From an optimization exercise on the open Yosys and OpenROAD flow, aimed at small area; shortcuts taken in it are not production practice. Only simulation tests tie the RTL to the original design; equivalence was not proved.

==> inputs of 07-19 <==
Design fir_filter, start of the top module:
module fir_filter (
    input CLK_Filter,
    input rst_n,
    input wire [7:0] filter_in,
    output reg [19:0] filter_out
);
export LEC_CHECK = 0
export CAP_MARGIN = 20
export CORE_MARGIN = 2
export CORE_UTILIZATION = 60
export CTS_BUF_LIST = sky130_fd_sc_hd__clkbuf_8
export CTS_CLUSTER_SIZE = 40
export GPL_TIMING_DRIVEN = 0
export SLEW_MARGIN = 20
export SYNTH_HIERARCHICAL = 1
export SYNTH_MINIMUM_KEEP_SIZE = 0
create_clock -name core_clock -period 8.0 [get_ports {CLK_Filter}]
run.sh (not shown) runs the stock make flow with config.mk's settings and CLKGATE_MAP_FILE= SYNTH_SCRIPT=/design/flow/synth_recipe.tcl, a recipe that flattens the netlist after the stock synthesis.
==> 03-15: changes against 07-19 <==
--- a/flow/config.mk
+++ b/flow/config.mk
@@ -10,4 +10,3 @@
 export CORE_UTILIZATION = 60
-export CTS_BUF_LIST = sky130_fd_sc_hd__clkbuf_8
-export CTS_CLUSTER_SIZE = 40
+export CTS_BUF_LIST = sky130_fd_sc_hd__clkbuf_4
 export GPL_TIMING_DRIVEN = 0
==> notes <==
- 07-19 finished with timing, DRC and antenna clean. 03-15 produced a clean layout.
- Flip-flop and latch count is the same in 07-19 and 03-15.
- Non-clock buffer count: 07-19 is higher than 03-15 (1).
- In worst hold slack, 07-19 and 03-15 hardly differ.
- Final cell count: 07-19 is lower than 03-15 (2.2%).
- Against 07-19, the wire length of 03-15 is smaller by 0.65%.
- Register-to-register slack is about the same in 03-15 and 07-19.
- Against 07-19, the first-iteration DRC count of 03-15 is larger by about 7%.
- Critical path depth: 07-19 is lower than 03-15 (4).
- In synthesized cell count, 07-19 and 03-15 do not differ.

* * *

==> try-quartz <==
Another version of the RTL of fir_filter (not shown whole).
clock: 8.0 ns
lec_check: 0
cap_margin: 20
core_margin: 2
core_utilization: 70
gpl_timing_driven: 0
slew_margin: 20
synth_hierarchical: 1
synth_minimum_keep_size: 0
standard.sh (not shown) runs the stock make flow with config.mk's settings and CLKGATE_MAP_FILE= SYNTH_SCRIPT=/design/flow/synth_recipe.tcl, a recipe that flattens the netlist after the stock synthesis.
==> flow/flow/run.sh <==
#!/bin/bash
# The standard ORFS flow (the standard.sh) with two arguments changed:
# the port buffers use the smallest buffer cell, and the clock tree is built
# from smaller clusters of smaller buffers, without dummy loads.
set -euo pipefail
bash standard.sh \
  'BUFFER_PORTS_ARGS=-buffer_cell sky130_fd_sc_hd__buf_1' \
  'CTS_ARGS=-sink_clustering_enable -repair_clock_nets -sink_clustering_size 10 -sink_clustering_max_diameter 60 -sink_buffer_max_cap_derate 1.0 -buf_list {sky130_fd_sc_hd__clkbuf_4} -dont_use_dummy_load' \
  finish > standard.log 2>&1
==> inputs of try-raven, as changes to try-quartz <==
--- a/flow/design.v
+++ b/flow/design.v
@@ -23,22 +23,22 @@
   reg [7:0] d16;
   reg [7:0] d17;
   reg [7:0] d18;
   reg [7:0] d19;
   reg [7:0] d20;
   reg [7:0] d21;
   reg [7:0] d22;
   reg [7:0] d23;
-  reg [2:0] st;
+  reg [1:0] st;
   always @(posedge CLK_Filter or negedge rst_n) begin
-    if (!rst_n) st <= 3'd0;
-    else st <= {st[1:0], 1'b1};
+    if (!rst_n) st <= 2'd0;
+    else st <= {st[1] | st[0], st[1] | ~st[0]};
   end
-  wire en = st[2];
+  wire en = st[1] & st[0];
   wire [7:0] en8 = {8{en}};
   always @(posedge CLK_Filter) begin
     d0 <= filter_in;
     d1 <= d0;
     d2 <= d1;
     d3 <= ~(d2 & en8);
     d4 <= d3;
     d5 <= d4;
==> flow/flow/run.sh (replaced) <==
#!/bin/bash
# The standard ORFS flow (the standard.sh) with two arguments changed:
# the port buffers use the smallest buffer cell, and the clock tree is built
# from smaller clusters of smaller buffers, without dummy loads.
set -euo pipefail
bash standard.sh \
  'BUFFER_PORTS_ARGS=-buffer_cell sky130_fd_sc_hd__buf_1' \
  'CTS_ARGS=-sink_clustering_enable -repair_clock_nets -sink_clustering_size 16 -sink_clustering_max_diameter 80 -sink_buffer_max_cap_derate 1.0 -buf_list {sky130_fd_sc_hd__clkbuf_8} -dont_use_dummy_load' \
  finish > standard.log 2>&1
==> flow/config.mk (replaced) <==
export PLATFORM = sky130hd
export DESIGN_NAME = fir_filter
export DESIGN_NICKNAME = fir_filter
export VERILOG_FILES = /design/flow/design.v
export SDC_FILE = /design/flow/constraint.sdc
export NUM_CORES = 4
export LEC_CHECK = 0
export CAP_MARGIN = 20
export CORE_MARGIN = 2
export CORE_UTILIZATION = 75
export GPL_TIMING_DRIVEN = 0
export SLEW_MARGIN = 20
export SYNTH_HIERARCHICAL = 1
export SYNTH_MINIMUM_KEEP_SIZE = 0
==> inputs of try-sierra, as changes to try-quartz <==
--- a/flow/design.v
+++ b/flow/design.v
@@ -1,13 +1,13 @@
 module fir_filter (
     input CLK_Filter,
     input rst_n,
     input wire [7:0] filter_in,
-    output wire [19:0] filter_out
+    output reg [19:0] filter_out
 );
   reg [7:0] d0;
   reg [7:0] d1;
   reg [7:0] d2;
   reg [7:0] d3;
   reg [7:0] d4;
   reg [7:0] d5;
   reg [7:0] d6;
@@ -23,22 +23,22 @@
   reg [7:0] d16;
   reg [7:0] d17;
   reg [7:0] d18;
   reg [7:0] d19;
   reg [7:0] d20;
   reg [7:0] d21;
   reg [7:0] d22;
   reg [7:0] d23;
-  reg [2:0] st;
+  reg [1:0] st;
   always @(posedge CLK_Filter or negedge rst_n) begin
-    if (!rst_n) st <= 3'd0;
-    else st <= {st[1:0], 1'b1};
+    if (!rst_n) st <= 2'd0;
+    else st <= {st[1] | st[0], st[1] | ~st[0]};
   end
-  wire en = st[2];
+  wire en = st[1] & st[0];
   wire [7:0] en8 = {8{en}};
   always @(posedge CLK_Filter) begin
     d0 <= filter_in;
     d1 <= d0;
     d2 <= d1;
     d3 <= ~(d2 & en8);
     d4 <= d3;
     d5 <= d4;
@@ -723,24 +723,20 @@
   wire o659 = s616 ^ g644;
   wire o660 = s578 ^ g645;
   wire o661 = s618 ^ g646;
   wire o662 = s620 ^ g649;
   wire o663 = s592 ^ g650;
   wire o664 = n622 ^ g651;
   wire o665 = 1'b1 ^ g652;
   wire [19:0] y = {o665, o664, o663, o662, o661, o660, o659, o658, o657, o656, o655, o654, s608, s606, s604, s602, s600, s598, s596, s594};
-  reg en2;
   always @(posedge CLK_Filter or negedge rst_n) begin
-    if (!rst_n) en2 <= 1'b0;
-    else en2 <= en;
+    if (!rst_n) filter_out <= 20'd0;
+    else filter_out <= y & {20{en}};
   end
-  reg [19:0] q;
-  always @(posedge CLK_Filter) q <= y;
-  assign filter_out = q & {20{en2}};
 endmodule
 module fir_fa (input a, input b, input ci, output s, output co);
   assign s = a ^ b ^ ci;
   assign co = (a & b) | (a & ci) | (b & ci);
 endmodule
 module fir_ha (input a, input b, output s, output co);
   assign s = a ^ b;
   assign co = a & b;
==> flow/flow/run.sh (replaced) <==
#!/bin/bash
# The standard ORFS flow (the standard.sh) with two arguments changed:
# the port buffers use the smallest buffer cell, and the clock tree is built
# from smaller clusters of smaller buffers, without dummy loads.
set -euo pipefail
bash standard.sh \
  'BUFFER_PORTS_ARGS=-buffer_cell sky130_fd_sc_hd__buf_1' \
  'CTS_ARGS=-sink_clustering_enable -repair_clock_nets -sink_clustering_size 16 -sink_clustering_max_diameter 80 -sink_buffer_max_cap_derate 1.0 -buf_list {sky130_fd_sc_hd__clkbuf_8} -dont_use_dummy_load' \
  finish > standard.log 2>&1
==> flow/config.mk (replaced) <==
export PLATFORM = sky130hd
export DESIGN_NAME = fir_filter
export DESIGN_NICKNAME = fir_filter
export VERILOG_FILES = /design/flow/design.v
export SDC_FILE = /design/flow/constraint.sdc
export NUM_CORES = 4
export LEC_CHECK = 0
export CAP_MARGIN = 20
export CORE_MARGIN = 2
export CORE_UTILIZATION = 75
export GPL_TIMING_DRIVEN = 0
export SLEW_MARGIN = 20
export SYNTH_HIERARCHICAL = 1
export SYNTH_MINIMUM_KEEP_SIZE = 0
==> comparison table <==
                                                                            try-quartz                  try-raven                 try-sierra
Outcome                                               no timing/DRC/antenna violations  no timing/DRC/antenna violations  no timing/DRC/antenna violations
Root buffer selected by CTS                                  sky130_fd_sc_hd__clkbuf_4  sky130_fd_sc_hd__clkbuf_8  sky130_fd_sc_hd__clkbuf_8
FF-to-FF End                                                                     q[18]                      q[17]             filter_out[17]
Stage delay of the slowest cell on the critical path                           0.53 ns                    0.59 ns                    0.60 ns
Compound-Gate Fraction of Synth Area                                            0.560%                     0.564%                     0.904%
Length in cells of the worst reg-to-reg path                                        21                         21                         22
Grt met3 use                                                                     4.75%                      6.74%                      6.36%
Transition time at the pin with the least slew margin                         0.717 ns                   0.739 ns                   0.918 ns
Layout clock area frac                                                           1.67%                      2.01%                      2.01%
Post-Synth Adder-Cell Area                                                       52.9%                      53.3%                      53.0%
Multi-input gate share of the layout cell area                                   56.0%                      55.9%                      55.3%
Peak clock frequency supported by timing                                       129 MHz                    127 MHz                    129 MHz
Count of inverters other than clock inverters in the layout                         36                         37                         38
Global Route Usage Sum                                                           28.7%                      33.5%                      30.2%
Number of gates given a new drive strength after cts                                 8                          8                          4
Antenna cell count                                                                   1                          1                          0
First element of the critical path                                               d7[0]                      d5[0]                      d5[0]
Non-clk buf share                                                                1.73%                      1.93%                      1.78%
Met1 global-route usage                                                          40.1%                      44.7%                      44.5%
Flip-flop and latch share of the layout cell area                                37.2%                      37.0%                      37.7%
Area share of the largest cell type after synthesis                              50.6%                      51.0%                      50.7%
Utilization after layout                                                         76.6%                      83.4%                      81.2%

==> afterwards: timing with drivers on the ports <==
The flow's constraints put no driver on any port. The routed layouts listed below were extracted and timed again, unchanged, in two steps.
Step 1: set_driving_cell puts a clkbuf_16 on CLK_Filter and a buf_2 on each other input, an assumption about the parent block.
Step 2 also shifts input and output timing later by t, the mid clock arrival at the registers, as if the neighbouring blocks saw the same clock.
Three values: ideal, step 1, step 2; two values: the first two.
| run | shift t [ns] | setup WS [ns] | worst setup path after step 2 | worst register clock-pin slew, ns |
|---|---|---|---|---|
| 07-19 | 0.577 | 0.255 / 0.255 / 0.255 | register to register | 0.07 / 0.07 |
| 03-15 | 0.684 | 0.264 / 0.264 / 0.264 | register to register | 0.08 / 0.08 |
| try-quartz | 0.654 | 0.234 / 0.234 / 0.234 | register to register | 0.11 / 0.11 |
| try-raven | 0.530 | 0.100 / 0.100 / 0.100 | register to register | 0.11 / 0.11 |
| try-sierra | 0.534 | 0.258 / 0.258 / 0.258 | register to register | 0.10 / 0.10 |
After both steps setup and hold are still met in every run listed.
